This is an optimization exercise on Yosys and OpenROAD, whose aim is small area, a short achievable clock period and few clock cycles per item, not a production implementation. At most, simulation tests tie the RTL to the original design; equivalence was not proved. Only the layout flow was run in run 6; the RTL was not checked for function there. In every run shown here, the design's own scripts or RTL, not TritonCTS, make the clock network. The clock input has no modelled driver; a real chip could not lean on it and would need a root buffer or a full tree. Power and IR drop assume default switching activity.

==> flow/design.v <==
`timescale 1ns / 1ps
module automaton_rule(
    input  [31:0] rule,
    input  [3:0]  idx,          
    output        n0,
    output        n1);
    assign n0 = rule[{idx[3:1], 1'b0, idx[0]}];
    assign n1 = rule[{idx[3:1], 1'b1, idx[0]}];
endmodule
module automaton_pick(
    input         world_in,
    input         ch0,
    input         ch1,
    input         is_read,
    input  [12:0] wr,           
    input  [12:0] rd,           
    output        do_wr,
    output [12:0] nxt);
    assign do_wr = is_read & (world_in ? ch1 : ch0);
    assign nxt   = do_wr ? wr : rd;
endmodule
module automaton(
    input               clk,
    input               rst,
    input      [31:0]   rule,
    output reg [5:0]    row,
    output reg [5:0]    col,
    output reg          world_we,
    input               world_in,
    output reg          world_out,
    output reg          update_done);
    reg [17:0] sr;          
    reg [63:0] st;          
    reg        c0, c1;      
    reg        halo;        
    reg        first;       
    wire       is_read = ~world_we;
    wire [2:0] s_ = row[5:3];
    wire [2:0] j_ = row[2:0];
    wire       rh = halo;                       
    wire       rd = is_read & ~halo;            
    wire       col0  = (col == 6'd0);
    wire       col63 = (col == 6'd63);
    wire       j7 = (j_ == 3'd7);
    wire [2:0] sd = rh ? (col63 ? 3'd0 : 3'd7) : {2'b00, j7} + {2'b00, ~is_read & col63};
    wire [5:0] nr_row = {s_ + sd, rh ? j_ : j_ + 3'd1};
    wire [5:0] nr_col = col + {5'd0, ~rd};
    wire       nr_halo = ~rh & j7;
    wire       mW    = rd ? (col == 6'd1) : col0;              
    wire       mN    = rh & (s_ == 3'd1);
    wire       mS    = ~rh & (j_ == 3'd6) & ((rd & col0) ? (s_ == 3'd0) : (s_ == 3'd7));
    wire       tS = is_read ? sr[6]  : sr[7];
    wire       tC = is_read ? sr[7]  : sr[8];
    wire       tN = is_read ? sr[8]  : sr[9];
    wire       tW = is_read ? sr[16] : sr[17];
    wire       bN = (rh ? st[63] : tN) & ~mN;
    wire       bW = tW & ~mW;
    wire       bS = tS & ~mS;
    wire       n0, n1;
    automaton_rule lut(.rule(rule), .idx({bN, bW, tC, bS}), .n0(n0), .n1(n1));
    wire       valid = ~halo & ~(first & col0);
    wire       ch0 = valid & (c0 ^ sr[8]);
    wire       ch1 = valid & ((col0 ? c0 : c1) ^ sr[8]);
    wire [5:0] wr_row = {col0 ? s_ - 3'd1 : s_, j_};
    wire       do_wr;
    wire [5:0] n_row, n_col;
    wire       n_halo;
    automaton_pick pick(.world_in(world_in), .ch0(ch0), .ch1(ch1),
                        .is_read(is_read & ~rst),
                        .wr({wr_row, col - 6'd1, 1'b0}),
                        .rd(rst ? 13'd0 : {nr_row, nr_col, nr_halo}),
                        .do_wr(do_wr), .nxt({n_row, n_col, n_halo}));
    always @(posedge clk) begin
        if (is_read)
            sr <= {sr[16:0], world_in};
        if (halo)
            st <= {st[62:0], sr[0]};
        world_out <= ~sr[8];
        row <= n_row;
        col <= n_col;
        halo <= n_halo;
        world_we <= do_wr;
        c0 <= n0;
        c1 <= n1;
        if (rst) begin
            first <= 1'b1;
            update_done <= 1'b0;
        end else begin
            first <= first & col0;
            update_done <= halo & ~first & (s_ == 3'd1) & col0;
        end
    end
endmodule
==> flow/flow/run.sh <==
#!/bin/bash
set -euo pipefail
bash standard.sh SYNTH_SCRIPT=$(pwd)/flow/synth_own.tcl SETUP_SLACK_MARGIN=7.25 BUFFER_PORTS_ARGS="-buffer_cell sky130_fd_sc_hd__buf_1" PRE_CTS_TCL=$(pwd)/flow/own_cts.tcl  finish > standard.log 2>&1
==> flow/flow/abc_own.script <==
strash
dch
map -a
mfs2
strash
dch
map -a
topo
stime -c
buffer -c
upsize -c
dnsize -c
==> flow/flow/own_cts.tcl <==
# Own clock tree, sourced as PRE_CTS_TCL. The clock port drives 4 (or, with
# OWN_CTS_NBUF=3, 3) clock buffers directly, and each buffer drives the clock
# pins of one group of flip-flops. With OWN_CTS_INV1 and OWN_CTS_INV2 set, each buffer is instead a
# pair of inverters: the port drives the first, the first drives only the
# second, and the second drives the group. The groups come from two cuts of
# the placed flip-flops: one across x or y, then one across each half the
# other way. The cut positions are searched so that the group with the
# largest estimated load (pin capacitance plus the wire of a minimum spanning
# tree) is as light as it can be. Every flip-flop is the same number of stages
# from the clock port.
# The tree is built in place of TritonCTS, that is after the CTS step's
# repair_clock_inverters (which would otherwise copy the inverters next to
# every flip-flop); the rest of the CTS step (legalisation, repair_timing)
# runs as usual.

# estimated load of a group in fF: 1.8 fF per clock pin, 0.12 fF per um of
# the minimum spanning tree over the pins (Prim)
proc own_cts_cost {pts} {
  set n [llength $pts]
  if {$n == 0} { return 0 }
  set xs [lmap p $pts {lindex $p 0}]
  set ys [lmap p $pts {lindex $p 1}]
  set in [lrepeat $n 0]
  set d [lrepeat $n 1e18]
  lset d 0 0
  set tot 0.0
  for {set k 0} {$k < $n} {incr k} {
    set best -1; set bd 1e18
    for {set i 0} {$i < $n} {incr i} {
      if {![lindex $in $i] && [lindex $d $i] < $bd} { set bd [lindex $d $i]; set best $i }
    }
    lset in $best 1
    set tot [expr {$tot + $bd}]
    set bx [lindex $xs $best]; set by [lindex $ys $best]
    for {set i 0} {$i < $n} {incr i} {
      if {![lindex $in $i]} {
        set dd [expr {abs([lindex $xs $i] - $bx) + abs([lindex $ys $i] - $by)}]
        if {$dd < [lindex $d $i]} { lset d $i $dd }
      }
    }
  }
  return [expr {1.8 * $n + 0.12 * $tot}]
}

# cut a list of {x y iterm} at fraction f along axis (0: x, 1: y)
proc own_cts_cut {pts axis f} {
  set pts [lsort -real -index $axis $pts]
  set k [expr {int(round([llength $pts] * $f))}]
  return [list [lrange $pts 0 [expr {$k - 1}]] [lrange $pts $k end]]
}

proc own_cts_build {} {
  set db [ord::get_db]
  set block [ord::get_db_block]
  set bufcell sky130_fd_sc_hd__clkbuf_16
  if {[info exists ::env(OWN_CTS_BUF)]} { set bufcell $::env(OWN_CTS_BUF) }
  set master [$db findMaster $bufcell]
  set inv1 ""
  if {[info exists ::env(OWN_CTS_INV1)] && [info exists ::env(OWN_CTS_INV2)]} {
    set inv1 [$db findMaster $::env(OWN_CTS_INV1)]
    set inv2 [$db findMaster $::env(OWN_CTS_INV2)]
  }
  set clknet [$block findNet clk]
  set dbu [$block getDbUnitsPerMicron]

  set sinks {}
  foreach it [$clknet getITerms] {
    set bb [[$it getInst] getBBox]
    set x [expr {([$bb xMin] + [$bb xMax]) / 2.0 / $dbu}]
    set y [expr {([$bb yMin] + [$bb yMax]) / 2.0 / $dbu}]
    lappend sinks [list $x $y $it]
  }
  puts "own_cts: [llength $sinks] clock sinks"

  set nbuf 4
  if {[info exists ::env(OWN_CTS_NBUF)]} { set nbuf $::env(OWN_CTS_NBUF) }
  set fracs {0.38 0.40 0.42 0.44 0.46 0.48 0.50 0.52 0.54 0.56 0.58 0.60 0.62}
  set best {}
  set bestcost 1e18
  foreach axis {0 1} {
    if {$nbuf == 4} {
      # two halves, each cut in two the other way
      foreach f1 $fracs {
        set sub {}
        set worst 0
        foreach h [own_cts_cut $sinks $axis $f1] {
          set hb {}; set hc 1e18
          foreach f2 $fracs {
            set q [own_cts_cut $h [expr {1 - $axis}] $f2]
            set c [expr {max([own_cts_cost [lindex $q 0]], [own_cts_cost [lindex $q 1]])}]
            if {$c < $hc} { set hc $c; set hb $q }
          }
          lappend sub {*}$hb
          set worst [expr {max($worst, $hc)}]
        }
        if {$worst < $bestcost} { set bestcost $worst; set best $sub }
      }
    } else {
      # a third on one side, the rest cut in two the other way
      foreach f1 {0.28 0.30 0.32 0.34 0.36 0.38 0.62 0.64 0.66 0.68 0.70 0.72} {
        set cut [own_cts_cut $sinks $axis $f1]
        set small [expr {$f1 < 0.5 ? 0 : 1}]
        set one [lindex $cut $small]
        set rest [lindex $cut [expr {1 - $small}]]
        set c1 [own_cts_cost $one]
        foreach f2 $fracs {
          set q [own_cts_cut $rest [expr {1 - $axis}] $f2]
          set c [expr {max($c1, [own_cts_cost [lindex $q 0]], [own_cts_cost [lindex $q 1]])}]
          if {$c < $bestcost} { set bestcost $c; set best [list $one {*}$q] }
        }
      }
    }
  }
  puts "own_cts: worst estimated group load [format %.1f $bestcost] fF"

  set i 0
  foreach g $best {
    set sx 0.0; set sy 0.0
    foreach p $g { set sx [expr {$sx + [lindex $p 0]}]; set sy [expr {$sy + [lindex $p 1]}] }
    set cx [expr {int($sx / [llength $g] * $dbu)}]
    set cy [expr {int($sy / [llength $g] * $dbu)}]
    set net [odb::dbNet_create $block "clknet_own_$i"]
    $net setSigType CLOCK
    if {$inv1 eq ""} {
      set inst [odb::dbInst_create $block $master "clkbuf_own_$i"]
      [$inst findITerm A] connect $clknet
      [$inst findITerm X] connect $net
      set placed [list $inst]
    } else {
      set a [odb::dbInst_create $block $inv1 "clkinv_own_a$i"]
      set b [odb::dbInst_create $block $inv2 "clkinv_own_b$i"]
      set mid [odb::dbNet_create $block "clknet_own_m$i"]
      $mid setSigType CLOCK
      [$a findITerm A] connect $clknet
      [$a findITerm Y] connect $mid
      [$b findITerm A] connect $mid
      [$b findITerm Y] connect $net
      set placed [list $b $a]
    }
    foreach p $g {
      set it [lindex $p 2]
      $it disconnect
      $it connect $net
    }
    set dx 0
    foreach inst $placed {
      $inst setLocation [expr {$cx + $dx}] $cy
      $inst setPlacementStatus PLACED
      set dx [expr {$dx + [[$inst getMaster] getWidth]}]
    }
    puts "own_cts: group $i at ($cx, $cy): [llength $g] sinks, estimated [format %.1f [own_cts_cost $g]] fF"
    incr i
  }
}

# With OWN_OUTBUF set, the port buffers of the outputs (which start as buf_1,
# like those of the inputs) are swapped for that buffer before the tree is
# built; the CTS step's legalisation places them.
proc own_outbuf {} {
  if {![info exists ::env(OWN_OUTBUF)]} { return }
  set block [ord::get_db_block]
  set master [[ord::get_db] findMaster $::env(OWN_OUTBUF)]
  foreach bt [$block getBTerms] {
    if {[$bt getIoType] ne "OUTPUT"} { continue }
    set drv [[$bt getNet] getFirstOutput]
    if {$drv eq "NULL" || $drv eq ""} { continue }
    set inst [$drv getInst]
    if {[string match "*buf_1" [[$inst getMaster] getName]]} {
      $inst swapMaster $master
    }
  }
}

rename clock_tree_synthesis tritoncts_unused
proc clock_tree_synthesis {args} {
  own_outbuf
  own_cts_build
  puts "own_cts: clock tree built by own_cts.tcl, TritonCTS skipped"
  set_propagated_clock [all_clocks]
}
==> flow/flow/synth_own.tcl <==
# The standard synthesis script (synth_recipe.tcl), with one change to the
# ABC mapping: the top module is mapped with abc_own.script (beside this
# file: map -a and mfs2, for area), and the two small modules with ORFS's own
# script. Registers, their names and their cell types are the standard
# synthesis's.
set own_abc_script [file normalize [file join [file dirname [info script]] abc_own.script]]
proc synth {args} { yosys synth -nofsm -noshare {*}$args }
proc abc {args} {
  set i [lsearch -exact $args -script]
  if {$i < 0} { yosys abc {*}$args; return }
  set own $args
  lset own [expr {$i + 1}] $::own_abc_script
  yosys abc {*}$own automaton
  yosys abc {*}$args automaton_rule automaton_pick
}
source $::env(SCRIPTS_DIR)/synth.tcl
# left out here: clear keep_hierarchy, flatten, clean up, hide names made inside functions, write 1_2_yosys.v
==> flow/standard.sh <==
#!/bin/bash
# synth_recipe.tcl (not shown) runs the flow's synth.tcl, then flattens the netlist and writes it again
# the make line also repeats each setting of config.mk as NAME=value (left out here)
make -C /OpenROAD-flow-scripts/flow DESIGN_CONFIG=/design/flow/config.mk WORK_HOME=/design/flow/orfs CLKGATE_MAP_FILE= SYNTH_SCRIPT=/design/flow/synth_recipe.tcl "${@:-finish}"
==> flow/config.mk <==
export PLATFORM = sky130hd
export DESIGN_NAME = automaton
export DESIGN_NICKNAME = automaton
export VERILOG_FILES = /design/flow/design.v
export SDC_FILE = /design/flow/constraint.sdc
export NUM_CORES = 8
export LEC_CHECK = 0
export ABC_AREA = 1
export CAP_MARGIN = 20
export CORE_MARGIN = 2
export CORE_UTILIZATION = 50
export GPL_ROUTABILITY_DRIVEN = 1
export GPL_TIMING_DRIVEN = 1
export PLACE_DENSITY = 0.6
export SLEW_MARGIN = 20
export SYNTH_HIERARCHICAL = 1
==> flow/constraint.sdc <==
create_clock -name core_clock -period 10.0 [get_ports {clk}]
set_input_delay 2.0000 -clock core_clock [delete_from_list [all_inputs] [get_ports {clk}]]
set_output_delay 2.0000 -clock core_clock [all_outputs]
set_load 0.01 [all_outputs]
==> out/metrics.cfg, run 1 <==
[outcome]
status=no timing/DRC/antenna violations

[sta]
relSlewSlack_pct=44.82
worst_slack_ps=7294
period_needed_ps=2706
setup_viol=0
hold_ws_ps=421.3
fmax_mhz=369.5
worst_clock_skew_ps=7.310
tightest_slew_ps=822.1
fin_crit_sh_pct=27.06
tns_ps=0
grt_setup_unrepaired=yes
drv_slew=0
hold_viol_final=0

[die]
fp.coreArea_um2=8299
die_area_um2=9422
io_pins=50
rows=33
chipHeight_um=97.07
start_util_pct=52.18
die_w_um=97.07

[route]
first_pass_iters=4
drt_iter0_drc=119
wire_per_inst_um=13.07
viasPerCell=4.920
vias=2632
route.detailed.drc=0
ant_nets=0
finalWirelength_um=6990

[logic_synthesis]
netlist_area_um2=4330
synth-async-reset-ratio_pct=0
synth_edf_count=82
synth.distinct_cells=38
avgSynthCellArea_um2=11.28
synth_cells=384
ys_seq_area_share_pct=65.65
synth-main-ff-cell=edfxtp_1
ys_warn_count=7
synth_seq_cells=101
syn_nets=435

[global_routing]
grtUsageTotal_pct=15.25
grt_pass1_vias=2538
antenna_found_initial=0
grt_pass1_wl_um=12250
grt_max_degree=73
overflow=0

[pwr]
power_switching_uw=514.3
vdd_drop_max_mv=0.1525
cellPowerDensity_nw_per_um2=290.0
p_int_uw=859.2
power.share.combinational_pct=38.9
leakagePower_nw=1.920
power.share.switching_pct=37.45
seqPwrFrac_pct=48.9
power_mw=1.374
p_clk_share_pct=12.3

[worst_setup_path]
critPathMaxFanout=6
critPathTopFamily=flip-flops
crit_slowest_cell=dfxtp_2
cp_cell_sequence=clkbuf_2
setup.worst_path.end_class=output port
critPathKind=register to output port
critPathRequiredTime_ps=8000
worst_path_largest_cell_delay_ps=400
worstPathArrival_ps=710
critPathLaunchType=register
path_buf_inv=1

[finish]
multi_input_area_um2=1176
final_nets=483
syn_to_final_growth_pct=9.390
antenna_cells=0
ff_latch_area_um2=2867
fillers=711
final_layout_size_suffix_gt1_share_pct=12.33

[placed_design]
portBuffers=49
place_congestion=0.8636
place_ws_ps=6825
dp_hpwl_um=4540

[job]
cap_violations=0

[min_path]
hold_path.class=register to register

[clock_tree]
path_clk_slew_ps=90
clk_latency_ps=160

## Yosys cell counts, types with 2 or more instances
cell type / count / area, um2
nor3_1: 3 / 15.01
nand2_2: 3 / 18.77
edfxtp_1: 82 / 2462
nand3_2: 2 / 20.02
ha_1: 15 / 187.7
a21oi_1: 4 / 20.02
nor4_1: 2 / 12.51
inv_2: 7 / 26.28
nor2_1: 15 / 56.30
buf_4: 5 / 37.54
a21oi_2: 2 / 17.52
nand2_1: 90 / 337.8
nand3_1: 42 / 210.2
buf_2: 2 / 10.01
xor2_1: 5 / 43.79
o21ai_2: 2 / 17.52
inv_1: 51 / 191.4
o21a_1: 2 / 15.01
dfxtp_1: 19 / 380.4
buf_6: 4 / 45.04
o21ai_0: 10 / 50.05
## timing repair
action	CTS	global route
gates cloned	1	0
gates resized for setup	15	8
buffers inserted	3	0
hold buffers	0	0
pin swaps	1	0
endpoints found under the setup margin	25	18
## layout make-up
type,count,area share (%)
sequential,101,60.51
multi-input combinational,211,24.83
timing repair buffer,54,4.860
inverter,59,4.807
tap,105,2.773
buffer,4,2.113
timing repair inverter,1,0.1057
## power groups by stage
stage / Clock (mW) / Sequential [mW] / Combinational [mW]
final: 0.168 / 0.671 / 0.534
after global routing: 0.190 / 0.686 / 0.618
after CTS: 0.174 / 0.670 / 0.538
after detailed placement: 0 / 0.677 / 0.521
after global placement: 0 / 0.676 / 0.517
after floorplan: 0 / 0.679 / 0.417
## routing by layer
| layer | global-route usage, % | routed length (um) | vias to the layer above |
|---|---|---|---|
| met4 | 0.8667 | 51 | 0 |
| li1 | - | - | 1356 |
| met5 | 0 | 0 | - |
| met1 | 24.07 | 3565 | 1230 |
| met3 | 1.079 | 207 | 4 |
| met2 | 24.57 | 3166 | 42 |
## cell usage in the layout, fill, tap and decap left out, types with 6 or more instances in the layout
cell and instances:
buf_1 45, dfxtp_1 6, dfxtp_2 10, edfxtp_1 82, ha_1 15, inv_1 49, inv_2 8, nand2_1 90
nand3_1 42, nor2_1 14, o21ai_0 9
## stage by stage
stage	instance area (um2)	utilization, %	instances
after floorplan	4343	-	384
after global placement	4568	55.04	527
after detailed placement	4568	55.04	527
after CTS	4721	56.88	535
after global routing	4737	57.08	535
final	4737	57.08	535
## worst paths after layout
check | start | endpoint | slack, ps | cells past startpoint
setup reg to reg | world_we | row[5] | 7480 | 13
hold reg to reg | st[39] | st[40] | 420 | 0
setup / recovery | col[0] | col[0] | 7290 | 1
hold / removal | st[39] | st[40] | 420 | 0
## sequential cells by signal, indices dropped and copies added (netlist names)
signal	flops
c0	1
c1	1
col	6
first	1
halo	1
row	6
sr	18
st	64
update_done	1
world_out	1
world_we	1
## Yosys stat by module (local to each module, per instance)
module	cells	flip-flops and latches	cell area, um2	times used
automaton	234	101	3661	1
automaton_rule	98	0	420.4	1
automaton_pick	52	0	249.0	1
## cell families (layout without fill, tap and decap cells)
family / after synthesis / in the layout / synth area share (%)
AND/OR/NAND/NOR: 161 / 161 / 16.53
flip-flops: 101 / 101 / 65.65
buffers and inverters: 72 / 118 / 7.512
AO/OA/AOI/OAI: 26 / 26 / 3.988
adder cells (fa/ha/maj): 16 / 16 / 4.796
XOR/XNOR: 6 / 6 / 1.214
other: 1 / 1 / 0.08660
multiplexers: 1 / 1 / 0.2312
Testbench counts, summed over its fixed seeds: cycles 2,499,633, generations 384.
==> run 2: changes to the inputs <==
==> flow/flow/run.sh (replaced) <==
#!/bin/bash
set -euo pipefail
bash standard.sh SETUP_SLACK_MARGIN=7.25 BUFFER_PORTS_ARGS="-buffer_cell sky130_fd_sc_hd__buf_1" PRE_CTS_TCL=$(pwd)/flow/own_cts.tcl  finish > standard.log 2>&1
removed: flow/flow/abc_own.script
removed: flow/flow/synth_own.tcl
==> run 2 against run 1 <==
  * Fmax decreased by 0.37%
  * Critical path depth unchanged
  * Core utilization decreased by 1.5 points
  * Sequential share of layout area decreased by 0.42 points
  * Largest power group unchanged
  * Sequential power increased by 3%
  * Combinational power increased by 2%
  * Synthesized area increased by 0.64%
  * Clock power about the same
  * Register-to-register slack got worse by 50 ps
  * Largest cell class unchanged
  * Flip-flop and latch count unchanged
  * Die area increased by 0.61%
  * Design area increased by 0.79%
==> out/metrics.cfg, run 2 <==
[global_routing]
antenna_found_initial=0  ; unchanged
grt_pass1_wl_um=11550  ; -5.7%
grt_pass1_vias=2486  ; -2.0%
grtUsageTotal_pct=14.43  ; -0.81 points
overflow=0  ; unchanged
grt_max_degree=73  ; unchanged

[sta]
tns_ps=0  ; unchanged
worst_slack_ps=7283  ; -10.14 ps
grt_setup_unrepaired=yes
hold_viol_final=0  ; unchanged
fin_crit_sh_pct=27.17  ; +0.10 points
relSlewSlack_pct=55.94  ; +11 points
period_needed_ps=2717  ; +10.14 ps
setup_viol=0  ; unchanged
drv_slew=0  ; unchanged
tightest_slew_ps=656.6  ; -165.6 ps
hold_ws_ps=416.5  ; -4.721 ps
fmax_mhz=368.1  ; -0.37%
worst_clock_skew_ps=11.12  ; +3.814 ps

[finish]
largest_register_ffs=64  ; unchanged
fillers=745  ; +4.8%
antenna_cells=0  ; unchanged
final_nets=495  ; +2.5%
final_common_cell=nand2_1
syn_to_final_growth_pct=9.561
top_regs=st x64, sr x18
final_cell_mix=nand2_1 (99), edfxtp_1 (82), inv_1 (50)
postLayoutCoreUtil_pct=55.56  ; -1.5 points
regMostFlops=st
final_layout_size_suffix_gt1_share_pct=11.31  ; -1.0 points

[worst_setup_path]
critPathRequiredTime_ps=8000  ; about the same
worstPathArrival_ps=720  ; about the same
critPathKind=register to output port
critPathMaxFanout=4  ; -2
critPathLaunchType=register
reg2reg_depth=13  ; unchanged
cp_cell_sequence=buf_1
critPathTopFamily=flip-flops
crit_slowest_cell=dfxtp_2
path_buf_inv=1  ; unchanged
cp.depth=1  ; unchanged
worst_path_largest_cell_delay_ps=400  ; about the same
setup.worst_path.end_class=output port

[job]
cap_violations=0  ; unchanged

[logic_synthesis]
syn_nets=447  ; +2.8%
ys_warn_count=7  ; unchanged
ys_top_cells_by_count=nand2_1 (99), edfxtp_1 (82), inv_1 (52)
synth_seq_cells=101  ; unchanged
synthXorXnorAreaFrac_pct=1.206  ; -0.0077 points
netlist_area_um2=4358  ; +0.64%
yosysMostFrequentCell=nand2_1
synth_compound_area_share_pct=2.354  ; -1.6 points
synth-simple-area-share_pct=18.81  ; +2.3 points
synth-main-ff-cell=edfxtp_1
synthMuxAreaShare_pct=0.2297  ; -0.0015 points
yosysTopAreaCell=edfxtp_1
yosys-top-cells-area=edfxtp_1 (57%), dfxtp_1 (8.7%), nand2_1 (8.5%)
ys_seq_area_share_pct=65.23  ; -0.41 points
synth_cells=396  ; +3.1%
avgSynthCellArea_um2=11.00  ; -2.4%
synthAdderAreaFrac_pct=4.766  ; -0.030 points
synth_edf_count=82  ; unchanged
synth.distinct_cells=33  ; -13%
synth_top_family_by_area=simple AND/OR/NAND/NOR gates
synth_top_area_share_pct=56.50  ; -0.36 points
synth-async-reset-ratio_pct=0  ; unchanged

[clock_tree]
clk_latency_ps=160  ; about the same
path_clk_slew_ps=100  ; about the same

[die]
die_w_um=97.36  ; +0.30%
chipHeight_um=97.36  ; +0.30%
io_pins=50  ; unchanged
rows=34  ; +3.0%
fp.coreArea_um2=8593  ; +3.5%
start_util_pct=50.71  ; -1.5 points
die_area_um2=9479  ; +0.61%

[min_path]
holdPathStages=0  ; unchanged
hold_path.class=register to register

[pwr]
cellPowerDensity_nw_per_um2=293.4  ; +1.2%
leakagePower_nw=1.968  ; +2.5%
vdd_drop_max_mv=0.1391  ; -8.8%

[route]
finalWirelength_um=6952  ; -0.54%
viasPerCell=4.878  ; -0.84%
drt_iter0_drc=114  ; -4.2%
ant_nets=0  ; unchanged
wire_per_inst_um=12.64  ; -3.3%
route.detailed.drc=0  ; unchanged
vias=2683  ; +1.9%
first_pass_iters=4  ; unchanged

[outcome]
status=no timing/DRC/antenna violations

[placed_design]
place_ws_ps=6912  ; +87.22 ps
portBuffers=49  ; unchanged
dp_hpwl_um=4577  ; +0.81%
place_congestion=0.7617  ; -12%

[run 2: timing repair]
item / CTS / global route
pin swaps: 1 / 0
setup endpoints to repair: 23 / 19
buffers inserted: 3 / 1
hold buffers: 0 / 0
gates resized for setup: 10 / 19
[run 2: area by class of cell]
type                            instances  area (um2)  area share (%)
Inverter                               57       220.2           4.612
Sequential cell                       101        2869           60.09
Timing Repair Buffer                   54       240.2           5.031
Multi-Input combinational cell        226        1210           25.34
Buffer                                  4       100.1           2.096
Tap cell                              108       135.1           2.830
[run 2: kinds of logic after synthesis]
| kind of cell | Yosys count |
|---|---|
| and+or+nand+nor | 182 |
| DFF | 101 |
| buffers and inverters | 69 |
| AOI/OAI and AO/OA | 20 |
| adders and majority gates | 16 |
| xor gates and xnor gates | 6 |
| other | 1 |
| muxes | 1 |
[run 2: per-layer routing]
layer	GRT usage (%)	part of all wire, %	up-vias
met4	2.564	1.7	0
met1	22.34	51	1237
li1	-	-	1382
met3	0.8633	3.2	11
met5	0	0	-
met2	23.13	44	53
[run 2: report_power, final]
part           total, mW  switching [mW]  internal (mW)
Combinational      0.545           0.359          0.186
Sequential         0.689          0.0732          0.615
Clock              0.168          0.0943         0.0733
[run 2: modules after synthesis (local to each module, per instance)]
module | cell area, um2 | flip-flops and latches | cells | copies in the design
automaton_pick | 249.0 | 0 | 52 | 1
automaton_rule | 420.4 | 0 | 98 | 1
automaton | 3689 | 101 | 246 | 1
[run 2: final timing paths]
kind	startpoint	end	slack, ps
setup / recovery	row[5]	row[5]	7280
hold / removal	sr[3]	sr[4]	420
setup reg to reg	world_we	row[5]	7430
hold reg to reg	sr[3]	sr[4]	420
[run 2: per-stage QoR]
stage                     instances  cell area [um2]  total power [mW]
after floorplan                 396             4368             1.126
after global placement          542             4591             1.224
after detailed placement        542             4591             1.222
after CTS                       549             4727             1.402
after global routing            550             4775             1.524
final                           550             4775             1.401
==> run 3: changes to the inputs <==
==> flow/flow/run.sh (replaced) <==
#!/bin/bash
set -euo pipefail
bash standard.sh SYNTH_SCRIPT=$(pwd)/flow/synth_own.tcl SETUP_SLACK_MARGIN=7.35 BUFFER_PORTS_ARGS="-buffer_cell sky130_fd_sc_hd__buf_1" PRE_CTS_TCL=$(pwd)/flow/own_cts.tcl OWN_SPLIT=1 finish > standard.log 2>&1
==> flow/flow/abc_own.script (new file) <==
strash
dch
map -a
mfs2
strash
dch
map -a
topo
stime -c
buffer -c
upsize -c
dnsize -c
--- a/flow/flow/own_cts.tcl
+++ b/flow/flow/own_cts.tcl
@@ -171,8 +171,48 @@
   }
 }
 
+# With OWN_SPLIT set, each output flip-flop that also drives other logic gets
+# a buffer for that logic (own_split_outputs), before the tree is built.
+proc own_split_outputs {} {
+  set db [ord::get_db]
+  set block [ord::get_db_block]
+  set outbuf [$db findMaster [expr {[info exists ::env(OWN_OUTBUF)] ? $::env(OWN_OUTBUF) : "sky130_fd_sc_hd__buf_2"}]]
+  set splitbuf [$db findMaster [expr {[info exists ::env(OWN_SPLITBUF)] ? $::env(OWN_SPLITBUF) : "sky130_fd_sc_hd__buf_1"}]]
+  set n 0
+  foreach bt [$block getBTerms] {
+    if {[$bt getIoType] ne "OUTPUT"} { continue }
+    set drv [[$bt getNet] getFirstOutput]
+    if {$drv eq "NULL" || $drv eq ""} { continue }
+    set ob [$drv getInst]
+    if {![string match "*buf*" [[$ob getMaster] getName]]} { continue }
+    if {[[$ob getMaster] getArea] < [$outbuf getArea]} { $ob swapMaster $outbuf }
+    set qnet [[$ob findITerm A] getNet]
+    set qdrv [$qnet getFirstOutput]
+    if {$qdrv eq "NULL" || $qdrv eq ""} { continue }
+    if {![string match "*df*" [[[$qdrv getInst] getMaster] getName]]} { continue }
+    set others {}
+    foreach it [$qnet getITerms] {
+      if {[$it isOutputSignal]} { continue }
+      if {[$it getInst] eq $ob} { continue }
+      lappend others $it
+    }
+    if {[llength $others] == 0} { continue }
+    set sb [odb::dbInst_create $block $splitbuf "split_own_$n"]
+    set snet [odb::dbNet_create $block "split_own_net_$n"]
+    [$sb findITerm A] connect $qnet
+    [$sb findITerm X] connect $snet
+    foreach it $others { $it disconnect; $it connect $snet }
+    set loc [[$qdrv getInst] getLocation]
+    $sb setLocation [lindex $loc 0] [lindex $loc 1]
+    $sb setPlacementStatus PLACED
+    incr n
+  }
+  puts "own_post_cts: split the loads of $n output flip-flops"
+}
+
 rename clock_tree_synthesis tritoncts_unused
 proc clock_tree_synthesis {args} {
+  if {[info exists ::env(OWN_SPLIT)]} { own_split_outputs }
   own_outbuf
   own_cts_build
   puts "own_cts: clock tree built by own_cts.tcl, TritonCTS skipped"
==> flow/flow/synth_own.tcl (new file) <==
# The standard synthesis script (synth_recipe.tcl), with one change to the
# ABC mapping: the top module and the rule lookup are mapped with
# abc_own.script (beside this file: map -a and mfs2, for area), and the module
# that carries the late inputs world_in and rst (automaton_pick) with ORFS's
# own script (abc_area.script, or abc_speed.script with OWN_ABC_PICK=speed).
# Registers, their names and their cell types are the standard synthesis's.
set own_abc_script [file normalize [file join [file dirname [info script]] abc_own.script]]
proc synth {args} { yosys synth -nofsm -noshare {*}$args }
proc abc {args} {
  set i [lsearch -exact $args -script]
  if {$i < 0} { yosys abc {*}$args; return }
  set own $args
  lset own [expr {$i + 1}] $::own_abc_script
  yosys abc {*}$own automaton automaton_rule
  set late $args
  if {[info exists ::env(OWN_ABC_PICK)] && $::env(OWN_ABC_PICK) eq "speed"} {
    lset late [expr {$i + 1}] $::env(SCRIPTS_DIR)/abc_speed.script
  }
  yosys abc {*}$late automaton_pick
}
source $::env(SCRIPTS_DIR)/synth.tcl
# left out here: clear keep_hierarchy, flatten, clean up, hide names made inside functions, write 1_2_yosys.v
==> run 3 against run 2 <==
  * Combinational power is 6.6% higher
  * Sequential share of layout area is 0.085 points higher
  * Core utilization is 2.6 points higher
  * Global-route usage is 1.3 points higher
  * Synthesized cell count is 15% lower
  * Largest cell class unchanged
  * Still clean on timing, DRC and antenna
  * Flip-flop and latch count stayed put
  * Fmax is 2.7% higher
  * Synthesized area is 3.5% lower
  * Routed wire length is 6.3% higher
  * Worst setup slack better by 70 ps
==> out/metrics.cfg, run 3 <==
[worst_setup_path]
critPathRequiredTime_ps=8000  ; about the same
worst_path_largest_cell_delay_ps=360  ; -40 ps
critPathTopFamily=flip-flops
path_buf_inv=1  ; unchanged
cp_cell_sequence=buf_2
crit_slowest_cell=dfxtp_1
critPathKind=register to output port
setup.worst_path.end_class=output port
rrSetupSlack_ps=7430  ; about the same
worstPathArrival_ps=650  ; -70 ps
critPathLaunchType=register
critPathMaxFanout=2  ; -2

[route]
ant_nets=0  ; unchanged
wire_per_inst_um=14.63  ; +16%
viasPerCell=5.147  ; +5.5%
drt_iter0_drc=138  ; +21%
route.detailed.drc=0  ; unchanged
finalWirelength_um=7390  ; +6.3%
first_pass_iters=4  ; unchanged
vias=2599  ; -3.1%

[logic_synthesis]
ys_seq_area_share_pct=67.60  ; +2.4 points
avgSynthCellArea_um2=12.44  ; +13%
yosysMostFrequentCell=edfxtp_1
synth-async-reset-ratio_pct=0  ; unchanged
synth_seq_cells=101  ; unchanged
synth_top_area_share_pct=58.55  ; +2.1 points
ys_warn_count=7  ; unchanged
syn_nets=389  ; -13%
yosys-top-cells-area=edfxtp_1 (59%), dfxtp_1 (9.0%), ha_1 (4.5%)
yosysTopAreaCell=edfxtp_1
synth.distinct_cells=38  ; +15%
synth_edf_count=82  ; unchanged
synth_cells=338  ; -15%
ys_top_cells_by_count=edfxtp_1 (82), nand2_1 (50), nor2_1 (29)
netlist_area_um2=4205  ; -3.5%
synth-main-ff-cell=edfxtp_1

[sta]
drv_slew=0  ; unchanged
fmax_mhz=377.9  ; +2.7%
tns_ps=0  ; unchanged
tightest_slew_ps=871.5  ; +214.9 ps
worst_clock_skew_ps=15.83  ; +4.706 ps
period_needed_ps=2646  ; -70.15 ps
fin_crit_sh_pct=26.46  ; -0.70 points
grt_setup_unrepaired=yes
worst_slack_ps=7354  ; +70.15 ps
hold_ws_ps=408.0  ; -8.538 ps
relSlewSlack_pct=41.51  ; -14 points
hold_viol_final=0  ; unchanged
setup_viol=0  ; unchanged

[pwr]
vdd_drop_max_mv=0.1592  ; +15%
leakagePower_nw=1.812  ; -7.9%
power_mw=1.413  ; +0.84%
cellPowerDensity_nw_per_um2=297.2  ; +1.3%

[die]
rows=33  ; -2.9%
die_area_um2=9160  ; -3.4%
io_pins=50  ; unchanged
fp.coreArea_um2=8175  ; -4.9%
die_w_um=95.71  ; -1.7%
start_util_pct=51.44  ; +0.73 points
chipHeight_um=95.71  ; -1.7%

[finish]
final_area_um2=4753  ; -0.45%
fillers=681  ; -8.6%
final_nets=453  ; -8.5%
ff_latch_area_um2=2860  ; -0.31%
final-instance-count-excl-fill=505  ; -8.2%
syn_to_final_growth_pct=13.03
top_regs=st x64, sr x18
final_common_cell=edfxtp_1
multi_input_area_um2=1195  ; -1.2%
final_cell_mix=edfxtp_1 (82), nand2_1 (49), buf_1 (40)
antenna_cells=0  ; unchanged
final_layout_size_suffix_gt1_share_pct=19.75  ; +8.4 points
regMostFlops=st
largest_register_ffs=64  ; unchanged
postLayoutCoreUtil_pct=58.14  ; +2.6 points

[outcome]
status=no timing/DRC/antenna violations

[min_path]
hold_path.class=register to register

[global_routing]
overflow=0  ; unchanged
grt_pass1_vias=2349  ; -5.5%
grtUsageTotal_pct=15.73  ; +1.3 points
grt_max_degree=38  ; -48%
antenna_found_initial=0  ; unchanged
grt_pass1_wl_um=11330  ; -1.9%

[placed_design]
placed_area_um2=4451  ; -3.1%
dp_cells=482  ; -11%
place_ws_ps=6848  ; -63.96 ps
place_congestion=0.8118  ; +6.6%
dp_hpwl_um=4443  ; -2.9%
portBuffers=49  ; unchanged

[clock_tree]
path_clk_slew_ps=100  ; about the same
clk_latency_ps=160  ; about the same

[job]
cap_violations=0  ; unchanged

run 3: cell count changes in the layout (fill, tap and decap cells not counted), sizes merged, moves of 2 or more:
cell | previous run | this run
o21ai | 11 | 29
inv | 56 | 34
nor3 | 2 | 4
nand2 | 105 | 54
buf | 49 | 63
nand3 | 46 | 26
o221ai | 0 | 8
nor2 | 25 | 32
run 3: cells by family (layout without fill, tap and decap cells):
| family | Yosys count | after routing | share of synthesized area [%] |
|---|---|---|---|
| AND/OR/NAND/NOR | 117 | 118 | 12.62 |
| multiplexers | 1 | 1 | 0.2380 |
| buffers and inverters | 46 | 107 | 5.236 |
| flip-flops | 101 | 101 | 67.60 |
| other | 1 | 1 | 0.08917 |
| adder cells (fa/ha/maj) | 16 | 16 | 4.939 |
| AO/OA/AOI/OAI | 50 | 50 | 8.034 |
| XOR/XNOR | 6 | 6 | 1.250 |
run 3: path summary, 6_finish.rpt:
path / from / end / depth (start not counted)
hold reg to reg: st[32] / st[33] / 0
setup reg to reg: col[1] / row[5] / 14
hold / removal: st[32] / st[33] / 0
setup / recovery: row[5] / row[5] / 1
run 3: what timing repair did:
action                     CTS  global route
setup buffers                3             1
resized for setup           14            17
gates cloned                 1             1
setup endpoints to repair   26            23
hold buffers                 0             0
pin swaps                    1             5
run 3: per-layer routing:
layer,global-route usage [%],vias to the layer above,part of all wire [%]
met5,0,-,0
met4,2.024,0,1.3
met3,1.253,8,5.1
met2,26.75,61,44
met1,23.06,1229,49
li1,-,1301,-
run 3: power by group:
| part | internal, mW | switching, mW | total [mW] |
|---|---|---|---|
| combinational | 0.202 | 0.379 | 0.581 |
| sequential | 0.606 | 0.0576 | 0.664 |
| clock | 0.0733 | 0.0946 | 0.168 |
run 3: area by class of cell:
class / instances / share of cell area (%)
Timing Repair inverter: 1 / 0.1053
Tap cell: 105 / 2.764
Sequential cell: 101 / 60.17
Multi-Input combinational cell: 192 / 25.14
Buffer: 17 / 3.317
Inverter: 35 / 2.843
Timing Repair Buffer: 54 / 5.659
run 3: modules after synthesis, one instance, submodules excluded:
module	cell area [um2]	flops+latches	copies in the design	cells inside
automaton	3661	101	1	234
automaton_pick	249.0	0	1	52
automaton_rule	295.3	0	1	52
==> run 4: changes to the inputs <==
==> flow/flow/run.sh (replaced) <==
#!/bin/bash
set -euo pipefail
bash standard.sh SYNTH_SCRIPT=$(pwd)/flow/synth_own.tcl SETUP_SLACK_MARGIN=7.3 BUFFER_PORTS_ARGS="-buffer_cell sky130_fd_sc_hd__buf_1" PRE_CTS_TCL=$(pwd)/flow/own_cts.tcl OWN_SPLIT=1 finish > standard.log 2>&1
==> run 4 against run 3 <==
  * Design area is 0.97% lower
  * Register-to-register slack got worse by 40 ps
  * Clock skew shrank 2.6 ps
  * Critical path type unchanged
  * Synthesized area did not move
  * Power decreased by 1.3%
  * Die area unchanged
  * Critical path depth unchanged
==> out/metrics.cfg, run 4 <==
[sta]
fin_crit_sh_pct=26.82  ; +0.36 points
tightest_slew_ps=878.6  ; +7.083 ps
tns_ps=0  ; unchanged
setup_viol=0  ; unchanged
worst_slack_ps=7318  ; -35.61 ps
fmax_mhz=372.8  ; -1.3%
hold_viol_final=0  ; unchanged
drv_slew=0  ; unchanged
relSlewSlack_pct=41.03  ; -0.48 points
worst_clock_skew_ps=13.24  ; -2.585 ps
period_needed_ps=2682  ; +35.61 ps
grt_setup_unrepaired=yes

[finish]
largest_register_ffs=64  ; unchanged
final_layout_size_suffix_gt1_share_pct=16.29  ; -3.5 points
top_regs=st x64, sr x18
final_common_cell=edfxtp_1
final_nets=452  ; -0.22%
syn_to_final_growth_pct=11.93
final_cell_mix=edfxtp_1 (82), nand2_1 (50), buf_1 (41)
antenna_cells=0  ; unchanged
fillers=687  ; +0.88%
regMostFlops=st

[global_routing]
globalRouteMet1Util_pct=23.06  ; unchanged
use_met3_pct=1.253  ; unchanged
grt_pass1_vias=2341  ; -0.34%
antenna_found_initial=0  ; unchanged
grt_busiest_layer=met2
overflow=0  ; unchanged
met2_usage_pct=26.57  ; -0.17 points
grt_max_degree=38  ; unchanged
grtUsageTotal_pct=15.68  ; -0.051 points
grt_pass1_wl_um=11300  ; -0.24%

[route]
viasPerCell=5.107  ; -0.77%
route.detailed.drc=0  ; unchanged
wire_per_inst_um=14.44  ; -1.3%
first_pass_iters=4  ; unchanged
finalWirelength_um=7280  ; -1.5%
vias=2574  ; -0.96%
ant_nets=0  ; unchanged
drt_iter0_drc=89  ; -36%

[clock_tree]
path_clk_slew_ps=100  ; about the same
clk_latency_ps=160  ; about the same
hold_buffers=0  ; unchanged

[logic_synthesis]
yosysTopAreaCell=edfxtp_1
syn_nets=389  ; unchanged
synth_top_area_share_pct=58.55  ; unchanged
ys_seq_area_share_pct=67.60  ; unchanged
synth-main-ff-cell=edfxtp_1
ys_top_cells_by_count=edfxtp_1 (82), nand2_1 (50), nor2_1 (29)
synth_edf_count=82  ; unchanged
synth_seq_cells=101  ; unchanged
netlist_area_um2=4205  ; unchanged
avgSynthCellArea_um2=12.44  ; unchanged
yosysMostFrequentCell=edfxtp_1
yosys-top-cells-area=edfxtp_1 (59%), dfxtp_1 (9.0%), ha_1 (4.5%)
ys_warn_count=7  ; unchanged
synth-async-reset-ratio_pct=0  ; unchanged
synth.distinct_cells=38  ; unchanged
synth_cells=338  ; unchanged

[placed_design]
portBuffers=49  ; unchanged
dp_hpwl_um=4443  ; unchanged
place_congestion=0.8118  ; unchanged
place_ws_ps=6848  ; unchanged

[worst_setup_path]
crit_slowest_cell=dfxtp_1
reg2reg_depth=14  ; unchanged
worst_path_largest_cell_delay_ps=380  ; +20 ps
critPathKind=register to output port
timing.rr.start=col[1]
path_buf_inv=1  ; unchanged
cp_cell_sequence=buf_2
critPathMaxFanout=2  ; unchanged
critPathTopFamily=flip-flops
critPathLaunchType=register
worstPathArrival_ps=680  ; +30 ps
critPathRequiredTime_ps=8000  ; about the same
setup.worst_path.end_class=output port
r2r_end=row[5]
rrSetupSlack_ps=7390  ; -40 ps

[outcome]
status=no timing/DRC/antenna violations

[die]
chipHeight_um=95.71  ; unchanged
io_pins=50  ; unchanged
die_area_um2=9160  ; unchanged
fp.coreArea_um2=8175  ; unchanged
start_util_pct=51.44  ; unchanged
die_w_um=95.71  ; unchanged
rows=33  ; unchanged

[pwr]
vdd_drop_max_mv=0.1586  ; -0.38%
power_mw=1.394  ; -1.3%
cellPowerDensity_nw_per_um2=296.2  ; -0.35%
leakagePower_nw=1.796  ; -0.87%

[job]
cap_violations=0  ; unchanged

[min_path]
min_to=st[33]
hold_path.class=register to register
holdPathStages=0  ; unchanged
holdCritStartpoint=st[32]

-- run 4: how the worst max path moves through the flow --
| stage | start | to | slack (ps) | cells past startpoint |
|---|---|---|---|---|
| after CTS | world_we | row[5] | 7140 | 13 |
| after global routing | col[1] | row[5] | 7230 | 14 |
| final | col[1] | col[1] | 7320 | 1 |
| after detailed placement | rst | col[1] | 6850 | 5 |
| after floorplan | rst | row[1] | 7290 | 6 |
| after global placement | rst | row[2] | 6880 | 5 |
-- run 4: layer usage --
metal  vias up  share of wire, %
met5         -                 0
met3         6               4.7
met4         0              0.92
met2        61                46
li1       1298                 -
met1      1209                49
-- run 4: final cells by class --
| class | count | area [um2] | share of cell area [%] |
|---|---|---|---|
| well taps | 105 | 131.4 | 2.791 |
| plain buffers | 17 | 158.9 | 3.376 |
| inverters | 35 | 135.1 | 2.871 |
| repair inverters | 1 | 5.005 | 0.1063 |
| flip-flops and latches | 101 | 2846 | 60.47 |
| multi-input cells | 191 | 1175 | 24.96 |
| repair buffers | 54 | 255.2 | 5.423 |
-- run 4: cells by family after synthesis --
logic type / count (synthesis) / share of synthesized area [%]
AND/OR/NAND/NOR: 117 / 12.62
flip-flops: 101 / 67.60
AO/OA/AOI/OAI: 50 / 8.034
buffers and inverters: 46 / 5.236
adder cells (fa/ha/maj): 16 / 4.939
XOR/XNOR: 6 / 1.250
other: 1 / 0.08917
multiplexers: 1 / 0.2380
-- run 4: Yosys stat by module, one instance, submodules excluded --
module          flops+latches  cells inside
automaton                 101           234
automaton_rule              0            52
automaton_pick              0            52
-- run 4: power breakdown --
part | internal [mW] | switching, mW | leakage, nW
combinational | 0.197 | 0.369 | 0.822
clock | 0.0733 | 0.0944 | 0.0493
sequential | 0.603 | 0.0578 | 0.925
total | 0.872 | 0.522 | 1.80
-- run 4: metrics by stage --
step                      area [um2]  util [%]  cells  hold slack, ps
after floorplan                 4238         -    338           400.3
after global placement          4451     54.44    482           402.4
after detailed placement        4451     54.44    482           405.7
after CTS                       4657     56.96    502           416.1
after global routing            4707     57.58    504           424.5
final                           4707     57.58    504           410.8
-- run 4: repair_timing --
action / 4_1_cts / 5_1_grt
resized for setup: 3 / 13
endpoints found under the hold margin: 0 / 0
endpoints found under the setup margin: 17 / 16
setup buffers: 2 / 2
cloned: 1 / 0
pin swaps: 1 / 2
==> run 5: changes to the inputs <==
==> flow/flow/run.sh (replaced) <==
#!/bin/bash
set -euo pipefail
bash standard.sh SYNTH_SCRIPT=$(pwd)/flow/synth_own.tcl SETUP_SLACK_MARGIN=7.25 BUFFER_PORTS_ARGS="-buffer_cell sky130_fd_sc_hd__buf_1" PRE_CTS_TCL=$(pwd)/flow/own_cts.tcl OWN_SPLIT=1 finish > standard.log 2>&1
==> run 5 against run 4 <==
  * First-iteration DRC count up 17%
  * Global-route usage up 0.25 points
  * Register-to-register slack about the same
  * Highest routed layer unchanged
  * Worst setup slack better by 15 ps
  * Fmax up 0.56%
  * Synthesized cell count unchanged
  * Clock skew down 5.1 ps
  * Critical path depth unchanged
  * Sequential share of layout area up 0.20 points
  * Largest power group unchanged
  * Hold slack better by 7.9 ps
  * Critical path type unchanged
  * Synthesized area unchanged
  * Combinational power about the same
==> out/metrics.cfg, run 5 <==
[sta]
tns_ps=0  ; unchanged
grt_setup_unrepaired=no
fmax_mhz=374.9  ; +0.56%
fin_crit_sh_pct=26.67  ; -0.15 points
relSlewSlack_pct=46.96  ; +5.9 points
period_needed_ps=2667  ; -14.91 ps
worst_clock_skew_ps=8.186  ; -5.059 ps
setup_viol=0  ; unchanged
hold_viol_final=0  ; unchanged
tightest_slew_ps=790.2  ; -88.34 ps
drv_slew=0  ; unchanged

[finish]
top_regs=st x64, sr x18
final_layout_size_suffix_gt1_share_pct=16.04  ; -0.25 points
final_common_cell=edfxtp_1
antenna_cells=0  ; unchanged
final-instance-count-excl-fill=504  ; unchanged
final_nets=452  ; unchanged
fillers=696  ; +1.3%
largest_register_ffs=64  ; unchanged
regMostFlops=st
final_cell_mix=edfxtp_1 (82), nand2_1 (50), buf_1 (42)
syn_to_final_growth_pct=11.60

[worst_setup_path]
r2r_end=row[5]
crit_slowest_cell=dfxtp_1
cp_cell_sequence=buf_2
worstPathArrival_ps=670  ; about the same
rrSetupSlack_ps=7390  ; about the same
setup.worst_path.end_class=output port
critPathLaunchType=register
cp.depth=1  ; unchanged
critPathMaxFanout=2  ; unchanged
critPathRequiredTime_ps=8000  ; about the same
timing.rr.start=col[0]
path_buf_inv=1  ; unchanged
critPathKind=register to output port
worst_path_largest_cell_delay_ps=370  ; about the same
reg2reg_depth=14  ; unchanged
critPathTopFamily=flip-flops

[die]
chipHeight_um=95.71  ; unchanged
die_area_um2=9160  ; unchanged
rows=33  ; unchanged
io_pins=50  ; unchanged
start_util_pct=51.44  ; unchanged
die_w_um=95.71  ; unchanged
fp.coreArea_um2=8175  ; unchanged

[global_routing]
antenna_found_initial=0  ; unchanged
grt_pass1_wl_um=11570  ; +2.4%
grtUsageTotal_pct=15.94  ; +0.25 points
grt_max_degree=38  ; unchanged
grt_pass1_vias=2351  ; +0.43%
overflow=0  ; unchanged

[logic_synthesis]
synth-async-reset-ratio_pct=0  ; unchanged
synth-main-ff-cell=edfxtp_1
ys_warn_count=7  ; unchanged
syn_nets=389  ; unchanged
yosysTopAreaCell=edfxtp_1
yosysMostFrequentCell=edfxtp_1
synth_top_area_share_pct=58.55  ; unchanged
ys_top_cells_by_count=edfxtp_1 (82), nand2_1 (50), nor2_1 (29)
avgSynthCellArea_um2=12.44  ; unchanged
yosys-top-cells-area=edfxtp_1 (59%), dfxtp_1 (9.0%), ha_1 (4.5%)
synth_edf_count=82  ; unchanged
netlist_area_um2=4205  ; unchanged
synth_seq_cells=101  ; unchanged
ys_seq_area_share_pct=67.60  ; unchanged
synth.distinct_cells=38  ; unchanged
synth_cells=338  ; unchanged

[route]
first_pass_iters=4  ; unchanged
vias=2584  ; +0.39%
wire_per_inst_um=14.66  ; +1.5%
ant_nets=0  ; unchanged
route.detailed.drc=0  ; unchanged
viasPerCell=5.127  ; +0.39%
finalWirelength_um=7391  ; +1.5%
drt_iter0_drc=104  ; +17%

[outcome]
status=no timing/DRC/antenna violations

[pwr]
vdd_drop_max_mv=0.1506  ; -5.1%
leakagePower_nw=1.794  ; -0.14%
cellPowerDensity_nw_per_um2=297.1  ; +0.30%

[placed_design]
dp_cells=483  ; +0.21%
dp_hpwl_um=4555  ; +2.5%
portBuffers=49  ; unchanged
place_congestion=0.8501  ; +4.7%

[clock_tree]
clk_latency_ps=160  ; about the same
path_clk_slew_ps=90  ; about the same

[min_path]
hold_path.class=register to register
min_to=st[47]
holdPathStages=0  ; unchanged
holdCritStartpoint=st[46]

[job]
cap_violations=0  ; unchanged

## run 5: cell count changes in the layout (fill, tap and decap cells not counted), sizes merged
cell	change
buf	+4
clkbuf	-4
## run 5: modules after synthesis, one instance, submodules excluded
| module | area (um2) | copies in the design | flops+latches | cells |
|---|---|---|---|---|
| automaton | 3661 | 1 | 101 | 234 |
| automaton_rule | 295.3 | 1 | 0 | 52 |
| automaton_pick | 249.0 | 1 | 0 | 52 |
## run 5: cell families after synthesis
kind of cell / count (synthesis) / synth area share, %
and+or+nand+nor: 117 / 12.62
DFF: 101 / 67.60
AOI/OAI and AO/OA: 50 / 8.034
buffers and inverters: 46 / 5.236
adders and majority gates: 16 / 4.939
xor gates and xnor gates: 6 / 1.250
other: 1 / 0.08917
muxes: 1 / 0.2380
## run 5: worst register-to-register path: stages (launching register included)
cell and delay (ps):
dfxtp_1 370, buf_4 150, ha_1 150, inv_1 70, nor4_2 270, ha_1 270, nand2_1 70, nand2_1 60
ha_1 190, fa_1 420, xnor2_2 230, o21ai_1 110, a21oi_2 110, nand2_1 60, nand2_1 50
## run 5: metal layers
metal  part of all wire [%]  global-route usage, %
met1                     48                  23.55
met2                     45                  26.81
met3                    5.2                  1.644
met4                    1.2                  1.548
met5                      0                      0
## run 5: stage by stage
stage               utilization [%]  setup WS, ps  total power, mW  cell area, um2  hold slack (ps)
finish                        57.41          7333            1.394            4693            418.7
global route                  57.41          7238            1.497            4693            428.3
CTS                           57.02          7185            1.395            4662            424.3
detailed placement            54.50          6779            1.195            4456            404.5
global placement              54.44          6836            1.187            4451            401.7
floorplan                         -          7258            1.081            4220            400.3
## run 5: worst max path at each step
| stage | start | to | slack [ps] |
|---|---|---|---|
| final | col[0] | col[0] | 7330 |
| after CTS | world_we | row[5] | 7180 |
| after detailed placement | rst | row[2] | 6780 |
| after global routing | col[0] | row[5] | 7240 |
| after global placement | rst | row[2] | 6840 |
| after floorplan | rst | row[1] | 7260 |
## run 5: area by class of cell
type / count / area (um2) / area share (%)
repair buffers: 54 / 251.5 / 5.359
flip-flops and latches: 101 / 2848 / 60.68
multi-input cells: 191 / 1164 / 24.79
inverters: 35 / 135.1 / 2.879
well taps: 105 / 131.4 / 2.799
repair inverters: 1 / 5.005 / 0.1066
plain buffers: 17 / 158.9 / 3.386
## run 5: power by group
part | internal (mW) | switching [mW]
sequential | 0.603 | 0.0575
combinational | 0.194 | 0.370
clock | 0.0735 | 0.0967
## run 5: timing repair
action / in CTS / in global routing
hold buffers: 0 / 0
pin swaps: 1 / 0
resized for setup: 4 / 10
setup buffers: 2 / 1
setup endpoints to repair: 16 / 2
cloned: 1 / 0
==> run 6: changes to the inputs <==
--- a/flow/design.v
+++ b/flow/design.v
@@ -12,12 +12,22 @@
     input         ch0,
     input         ch1,
     input         is_read,
-    input  [12:0] wr,           
-    input  [12:0] rd,           
+    input  [5:0]  wr,           
+    input  [5:0]  rd,           
+    output [5:0]  nxt);
+    wire   do_wr = is_read & (world_in ? ch1 : ch0);
+    assign nxt   = do_wr ? wr : rd;
+endmodule
+module automaton_pick1(
+    input         world_in,
+    input         ch0,
+    input         ch1,
+    input         is_read,
+    input         rd,           
     output        do_wr,
-    output [12:0] nxt);
+    output        nxt);
     assign do_wr = is_read & (world_in ? ch1 : ch0);
-    assign nxt   = do_wr ? wr : rd;
+    assign nxt   = ~do_wr & rd;
 endmodule
 module automaton(
     input               clk,
@@ -65,11 +75,16 @@
     wire       do_wr;
     wire [5:0] n_row, n_col;
     wire       n_halo;
-    automaton_pick pick(.world_in(world_in), .ch0(ch0), .ch1(ch1),
-                        .is_read(is_read & ~rst),
-                        .wr({wr_row, col - 6'd1, 1'b0}),
-                        .rd(rst ? 13'd0 : {nr_row, nr_col, nr_halo}),
-                        .do_wr(do_wr), .nxt({n_row, n_col, n_halo}));
+    wire       go = is_read & ~rst;
+    automaton_pick pick_r(.world_in(world_in), .ch0(ch0), .ch1(ch1),
+                          .is_read(go), .wr(wr_row), .rd(rst ? 6'd0 : nr_row),
+                          .nxt(n_row));
+    automaton_pick pick_c(.world_in(world_in), .ch0(ch0), .ch1(ch1),
+                          .is_read(go), .wr(col - 6'd1), .rd(rst ? 6'd0 : nr_col),
+                          .nxt(n_col));
+    automaton_pick1 pick_h(.world_in(world_in), .ch0(ch0), .ch1(ch1),
+                           .is_read(go), .rd(~rst & nr_halo),
+                           .do_wr(do_wr), .nxt(n_halo));
     always @(posedge clk) begin
         if (is_read)
             sr <= {sr[16:0], world_in};
==> flow/flow/run.sh (replaced) <==
#!/bin/bash
set -euo pipefail
bash standard.sh SYNTH_SCRIPT=$(pwd)/flow/synth_own.tcl SETUP_SLACK_MARGIN=7.3 BUFFER_PORTS_ARGS="-buffer_cell sky130_fd_sc_hd__buf_1" PRE_CTS_TCL=$(pwd)/flow/own_cts.tcl OWN_SPLIT=1 finish > standard.log 2>&1
==> flow/flow/synth_own.tcl (replaced) <==
# The standard synthesis script (synth_recipe.tcl), with one change to the
# ABC mapping: the top module and the rule lookup are mapped with
# abc_own.script (beside this file: map -a and mfs2, for area), and the
# module that carries the late inputs world_in and rst (automaton_pick) with
# ORFS's own script, as the standard synthesis does. Registers, their names
# and their cell types are the standard synthesis's.
set own_abc_script [file normalize [file join [file dirname [info script]] abc_own.script]]
proc synth {args} { yosys synth -nofsm -noshare {*}$args }
proc abc {args} {
  set i [lsearch -exact $args -script]
  if {$i < 0} { yosys abc {*}$args; return }
  set own $args
  lset own [expr {$i + 1}] $::own_abc_script
  yosys abc {*}$own automaton automaton_rule
  yosys abc {*}$args automaton_pick automaton_pick1
}
source $::env(SCRIPTS_DIR)/synth.tcl
# left out here: clear keep_hierarchy, flatten, clean up, hide names made inside functions, write 1_2_yosys.v
==> run 6 against run 5 <==
  * Still clean on timing, DRC and antenna
  * Synthesized area about the same
  * Cell count up 3.0%
  * Core utilization up 0.90 points
  * Sequential power decreased by 13%
  * Largest power group is now combinational logic
  * Die area barely moved
  * Design area up 1.6%
  * Global-route usage is 0.32 points lower
==> out/metrics.cfg, run 6 <==
[logic_synthesis]
synth-main-ff-cell=edfxtp_1
synth_top_area_share_pct=58.57  ; about the same
ys_seq_area_share_pct=67.62  ; about the same
synth.distinct_cells=33  ; -13%
syn_nets=397  ; +2.1%
synth-async-reset-ratio_pct=0  ; unchanged
synth_edf_count=82  ; unchanged
yosys-top-cells-area=edfxtp_1 (59%), dfxtp_1 (9.0%), nand2_1 (5.2%)
yosysTopAreaCell=edfxtp_1
synth_seq_cells=101  ; unchanged
synth_cells=346  ; +2.4%
ys_top_cells_by_count=edfxtp_1 (82), nand2_1 (58), inv_1 (37)
netlist_area_um2=4204  ; about the same
yosysMostFrequentCell=edfxtp_1
avgSynthCellArea_um2=12.15  ; -2.3%
ys_warn_count=7  ; unchanged

[global_routing]
grt_pass1_vias=2314  ; -1.6%
grt_pass1_wl_um=11410  ; -1.4%
antenna_found_initial=0  ; unchanged
grt_max_degree=74  ; +95%
grtUsageTotal_pct=15.62  ; -0.32 points
overflow=0  ; unchanged

[pwr]
leakagePower_nw=1.828  ; +1.9%
cellPowerDensity_nw_per_um2=278.0  ; -6.4%
vdd_drop_max_mv=0.1440  ; -4.3%

[worst_setup_path]
cp-endpoint=world_we
path_buf_inv=1  ; unchanged
timing.rr.start=col[3]
critPathLaunchType=register
worst_path_largest_cell_delay_ps=350  ; -20 ps
critPathTopFamily=flip-flops
cp.depth=1  ; unchanged
r2r_end=row[5]
critPathKind=register to output port
critPathRequiredTime_ps=8000  ; about the same
worstPathArrival_ps=660  ; about the same
critPathMaxFanout=2  ; unchanged
reg2reg_depth=15  ; +1
crit_slowest_cell=dfxtp_1
rrSetupSlack_ps=7510  ; +120 ps
setup.worst_path.end_class=output port
startpoint=world_we
cp_cell_sequence=buf_2

[finish]
largest_register_ffs=64  ; unchanged
fillers=697  ; +0.14%
final_nets=467  ; +3.3%
antenna_cells=0  ; unchanged
final_area_um2=4767  ; +1.6%
top_regs=st x64, sr x18
ff_latch_area_um2=2853  ; +0.18%
final_cell_mix=edfxtp_1 (82), nand2_1 (58), buf_1 (39)
final_common_cell=edfxtp_1
syn_to_final_growth_pct=13.39
final_layout_size_suffix_gt1_share_pct=15.70  ; -0.34 points
regMostFlops=st
multi_input_area_um2=1187  ; +2.0%

[route]
vias=2664  ; +3.1%
wire_per_inst_um=14.37  ; -2.0%
finalWirelength_um=7458  ; +0.91%
drt_iter0_drc=130  ; +25%
route.detailed.drc=0  ; unchanged
ant_nets=0  ; unchanged
first_pass_iters=5  ; +1
viasPerCell=5.133  ; +0.12%

[sta]
worst_slack_ps=7337  ; +4.410 ps
hold_viol_final=0  ; unchanged
fmax_mhz=375.6  ; +0.17%
period_needed_ps=2663  ; -4.410 ps
tightest_slew_ps=681.4  ; -108.9 ps
worst_clock_skew_ps=12.00  ; +3.809 ps
drv_slew=0  ; unchanged
tns_ps=0  ; unchanged
grt_setup_unrepaired=yes
setup_viol=0  ; unchanged
fin_crit_sh_pct=26.63  ; -0.044 points
relSlewSlack_pct=54.19  ; +7.2 points

[outcome]
status=no timing/DRC/antenna violations

[job]
cap_violations=0  ; unchanged

[placed_design]
portBuffers=49  ; unchanged
dp_hpwl_um=4580  ; +0.55%
placed_area_um2=4489  ; +0.76%
place_ws_ps=6907  ; +128.8 ps
place_congestion=0.8008  ; -5.8%

[die]
die_area_um2=9158  ; about the same
fp.coreArea_um2=8175  ; unchanged
die_w_um=95.70  ; about the same
chipHeight_um=95.70  ; about the same
io_pins=50  ; unchanged
rows=33  ; unchanged
start_util_pct=51.42  ; about the same

[clock_tree]
clk_latency_ps=160  ; about the same
path_clk_slew_ps=100  ; about the same
hold_buffers=0  ; unchanged

[min_path]
hold_path.class=register to register

==> run 6: metrics by stage <==
stage / power [mW] / std cells / utilization (%) / hold WS [ps]
finish: 1.325 / 519 / 58.31 / 410.8
global route: 1.425 / 519 / 58.31 / 422.4
CTS: 1.321 / 516 / 57.58 / 414.0
detailed placement: 1.118 / 494 / 54.91 / 404.5
global placement: 1.114 / 494 / 54.91 / 401.4
floorplan: 0.9952 / 346 / - / 398.5
==> run 6: metal layers <==
layer  routed length (um)  share of wire, %  GRT usage (%)  vias to the layer above
li1                     -                 -              -                     1328
met1                 3770                51          25.36                     1258
met2                 3213                43          24.18                       73
met3                  418               5.6          1.410                        5
met4                   55              0.74          1.071                        0
met5                    0                 0              0                        -
==> run 6: cells by family after synthesis <==
family                     synth area share [%]
adders and majority gates                 4.940
buffers and inverters                     4.732
xor gates and xnor gates                  1.458
AOI/OAI and AO/OA                         7.857
and+or+nand+nor                           13.39
DFF                                       67.62
==> run 6: worst min-delay path by stage <==
stage / to / depth (start not counted) / startpoint
2_1_floorplan: update_done / 1 / first
3_5_place_dp: st[14] / 0 / st[13]
6_report: st[29] / 0 / st[28]
5_1_grt: st[20] / 0 / st[19]
4_1_cts: st[29] / 0 / st[28]
3_3_place_gp: sr[16] / 0 / sr[15]
==> run 6: timing repair <==
action | 4_1_cts | 5_1_grt
buffers inserted | 4 | 3
pin swaps | 1 | 5
endpoints found under the setup margin | 15 | 12
cloned | 1 | 0
resized for setup | 6 | 15
==> run 6: where the power goes <==
group | switching [mW] | internal, mW
logic | 0.378 | 0.203
clock network | 0.0958 | 0.0734
registers | 0.0340 | 0.540
==> run 6: cell type report <==
type | instances | area share (%)
flip-flops and latches | 101 | 59.84
plain buffers | 17 | 3.333
inverters | 38 | 3.071
multi-input cells | 199 | 24.91
repair buffers | 58 | 5.984
repair inverters | 1 | 0.1050
well taps | 105 | 2.756
==> run 6: Yosys stat by module (local to each module, per instance) <==
module	area (um2)	cells	flip-flops and latches
automaton	3623	233	101
automaton_pick	122.6	27	0
automaton_pick1	40.04	7	0
automaton_rule	295.3	52	0

==> what the ideal ports hide <==
How much do the figures lean on ideal ports? The routed layouts below were timed once more, with nothing changed but the port constraints.
Step 1 (the two cells are an assumption about what drives the block):
set clk [get_ports {clk}]
set_driving_cell -lib_cell sky130_fd_sc_hd__clkbuf_16 $clk
set_driving_cell -lib_cell sky130_fd_sc_hd__buf_2 [delete_from_list [all_inputs] $clk]
Step 2 moves the port delays by t, midway between the first and last clock arrival at a register: inputs arrive t later, outputs are due t later. That takes back most of the time a late clock gives input paths.
a / b / c = ideal / step 1 / step 2; a / b = the first two.
run	t (ns)	setup WS [ns]	latest minus earliest clock arrival (ns)	worst register clock-pin slew, ns	cell pins on the clock port's net
run 1	0.226	7.294 / 7.220 / 7.168	0.008 / 0.007	0.09 / 0.09	4
run 2	0.224	7.283 / 7.213 / 7.163	0.012 / 0.012	0.10 / 0.10	4
run 3	0.228	7.354 / 7.280 / 7.187	0.016 / 0.016	0.10 / 0.10	4
run 4	0.227	7.318 / 7.245 / 7.204	0.013 / 0.013	0.10 / 0.10	4
run 5	0.230	7.333 / 7.257 / 7.164	0.009 / 0.009	0.10 / 0.10	4
run 6	0.229	7.337 / 7.262 / 7.180	0.012 / 0.012	0.10 / 0.10	4
After both steps every run listed still meets setup and hold. For run 5, which loses most, drivers alone change the setup slack by -0.076 ns; drivers and shift together by -0.169 ns.
